What follows belongs to an exercise in optimizing a design on an open flow for small area and a short achievable clock period; a production flow would make more cautious choices. The RTL was checked by simulation tests, not by an equivalence proof against the original design. The clock port is modelled as an ideal driver; clocking choices that lean on that would not hold on a real chip. Power is estimated from default activity; no workload was simulated.

Setup of north:
// aes_ops_top
module aes_ops_top (
    input  logic         clk,
    input  logic [2:0]   operation_select,
    input  logic [127:0] operand1,
    input  logic [127:0] operand2,
    output logic [127:0] result
);
For scale: roughly 8700 cells after synthesis, ~260 flip-flops, about 390 I/O pins, roughly 50000 um^2 of cells after synthesis.
==> flow/config.mk <==
export PLATFORM = sky130hd
export DESIGN_NAME = aes_ops_top
export DESIGN_NICKNAME = aes_ops_top
export VERILOG_FILES = /design/flow/design.v
export SDC_FILE = /design/flow/constraint.sdc
export NUM_CORES = 4
export LEC_CHECK = 0
export CAP_MARGIN = 20
export CELL_PAD_IN_SITES_DETAIL_PLACEMENT = 1
export CELL_PAD_IN_SITES_GLOBAL_PLACEMENT = 1
export CORE_MARGIN = 2
export CORE_UTILIZATION = 35
export SLEW_MARGIN = 20
export SYNTH_HIERARCHICAL = 1
==> flow/constraint.sdc <==
create_clock -name core_clock -period 4.0 [get_ports {clk}]
set_input_delay 0.8000 -clock core_clock [delete_from_list [all_inputs] [get_ports {clk}]]
set_output_delay 0.8000 -clock core_clock [all_outputs]
set_load 0.01 [all_outputs]
standard.sh (not shown) runs the stock make flow with config.mk's settings and CLKGATE_MAP_FILE= SYNTH_SCRIPT=/design/flow/synth_recipe.tcl, a recipe that flattens the netlist after the stock synthesis.
==> flow/flow/run.sh <==
#!/bin/bash
# Layout flow: the standard ORFS flow (standard.sh) with
#  - buf_1 port buffers,
#  - the result registers' clock delayed by a few clock buffers after CTS
#    (useful skew for the paths from the stage-1 registers to the result registers),
#    planned from floorplan on as an ideal clock latency on those registers,
#  - timing repair after the skew is in place, and power (size) recovery after global route.
# Each tool's output goes to the ORFS logs (orfs/logs/...) and to standard.log here.
set -uo pipefail
HERE=$(pwd)
source "$HERE/flow/params.sh"
export BUFFER_PORTS_ARGS="-buffer_cell sky130_fd_sc_hd__buf_1"
export PRE_FLOORPLAN_TCL="$HERE/flow/pre_floorplan.tcl"
export POST_CTS_TCL="$HERE/flow/post_cts.tcl"
export SKIP_CTS_REPAIR_TIMING=1
bash standard.sh > "$HERE/standard.log" 2>&1
rc=$?
echo "standard.sh exit $rc"
exit $rc
==> flow/flow/params.sh <==
# Flow parameters (sourced by run.sh)
export SETUP_SLACK_MARGIN=1.35
export RECOVER_POWER=0
export SKEW_LATENCY=0.45
export SKEW_CELLS="sky130_fd_sc_hd__clkbuf_2 sky130_fd_sc_hd__clkbuf_2 sky130_fd_sc_hd__clkbuf_2 sky130_fd_sc_hd__clkbuf_8"
Other scripts of this flow, unchanged in this note and not shown: flow/flow/post_cts.tcl, flow/flow/pre_floorplan.tcl
Modified inputs, west compared to north
==> flow/flow/params.sh <==
# Flow parameters (sourced by run.sh)
export SETUP_SLACK_MARGIN=1.35
export RECOVER_POWER=0
export SKEW_LATENCY=0.33
export SKEW_CELLS="sky130_fd_sc_hd__clkbuf_2 sky130_fd_sc_hd__clkbuf_2 sky130_fd_sc_hd__clkbuf_8"
==> comparison <==
west has clock latency reported for the late side of the worst-skew pair below what north had.
Between west and north, power share of the combinational group is higher for west, north comes in under that.
Portion of total power attributed to the clock network, west and north, lower one = west.
Going from north to west, logic depth of the worst path, buffers included grows by 2.
Delta (west minus north): first-iteration DRC count decreased 238, growth of design area from synthesis to finish shows an increase of 2.4 points.


== v51 ==
aes_ops_top again, from the RTL that the note above started with.
export LEC_CHECK = 0
export CAP_MARGIN = 20
export CELL_PAD_IN_SITES_DETAIL_PLACEMENT = 1
export CELL_PAD_IN_SITES_GLOBAL_PLACEMENT = 1
export CORE_MARGIN = 2
export CORE_UTILIZATION = 30
export SETUP_SLACK_MARGIN = 1.4
export SLEW_MARGIN = 20
export SYNTH_HIERARCHICAL = 1
create_clock -name core_clock -period 4.0 [get_ports {clk}]
run.sh (not shown) runs the stock make flow with config.mk's settings and CLKGATE_MAP_FILE= SYNTH_SCRIPT=/design/flow/synth_recipe.tcl, a recipe that flattens the netlist after the stock synthesis.
Stock flow here: none of the scripts above is used.
Input changes introduced in v55 (baseline for comparison: v51):
- SETUP_SLACK_MARGIN now 1.8, was 1.4
- CORE_UTILIZATION now 40, was 30
Findings:
- v55 did not make it past global routing, where a tool error ended it.
- Synthesized cell count: v51 vs v55 identical
- Measured against v51, the count of cells resized by post-cts repair of v55 comes out at 2.5 times the reference value.
- v55: effective utilization at floorplan higher than v51
- [compare] base=v51 new=v55: width of the chip down 13%, hold buffer count at CTS flat, total half-perimeter wirelength after legalization and detailed placement down 6.0%, vertical die dimension down 13%, number of rows created at floorplan down about 13%.
Relative to v55, the following input files were edited for v3:
- clearing SETUP_SLACK_MARGIN, which used to be 1.8
- swapping 40 for 45 in CORE_UTILIZATION
- swapping 1 for 2 in CELL_PAD_IN_SITES_GLOBAL_PLACEMENT
## What came out
Net count after synthesis came out exactly the same in v3 and v55.
Diff v3..v55 | basic-gate share of the synthesized area counting and, or, nand and nor cells | unchanged
Comparing v55 against v3, there is no change at all in post-synthesis mux area share.
As for a clean layout from v3 and v55, there is none.
global routing: v55 exited with error
v3 did not make it past global placement, where a tool error ended it.
Comparing v55 against v3, there is no change at all in number of standard cells after synthesis.
Comparing v3 and v55, the lower initial cell density of the core is on v55.
v3 vs. v55: number of port buffers held; die height shrank by 5.7%; compound-cell area share of the yosys netlist shows no meaningful change.
What v55 reported for number of core rows has to be multiplied by 0.938 to get the figure for v3.
The chip width of v3 is lower than that of v55.
Reported for v3 and v55, share of the yosys chip area belonging to registers turned out identical to the last digit.

-- port drivers added, routing unchanged --
In the flow no input, the clock included, has a driving cell. The finished layouts below were timed again as built, in two steps.
Step 1, drivers: a clkbuf_16 drives clk and a buf_2 each remaining input, both assumed.
Step 2, shift: input delay + t, output delay - t, t = (earliest + latest rising clock arrival at the registers) / 2. This alone moves slack from input paths to output paths.
Slacks: no drivers / after step 1 / after step 2; pairs: no drivers / after step 1.
run	shift t [ns]	setup slack, ns	hold WS [ns]	latest minus earliest clock arrival (ns)	pins driven straight from the clock port
north	0.974	1.154 / 1.154 / 0.492	0.288 / 0.227 / 0.402	0.555 / 0.556	1
west	0.902	1.061 / 1.061 / 0.605	0.317 / 0.265 / 0.510	0.409 / 0.409	1
v51	0.737	1.150 / 1.150 / 0.722	0.696 / 0.648 / 0.792	0.052 / 0.052	1
Clock arrivals are far apart in north and west, so t is only a midpoint there and step 2 fits no single register. For north, which loses most, drivers alone change the setup slack by 0.000 ns; drivers and shift together by -0.662 ns.
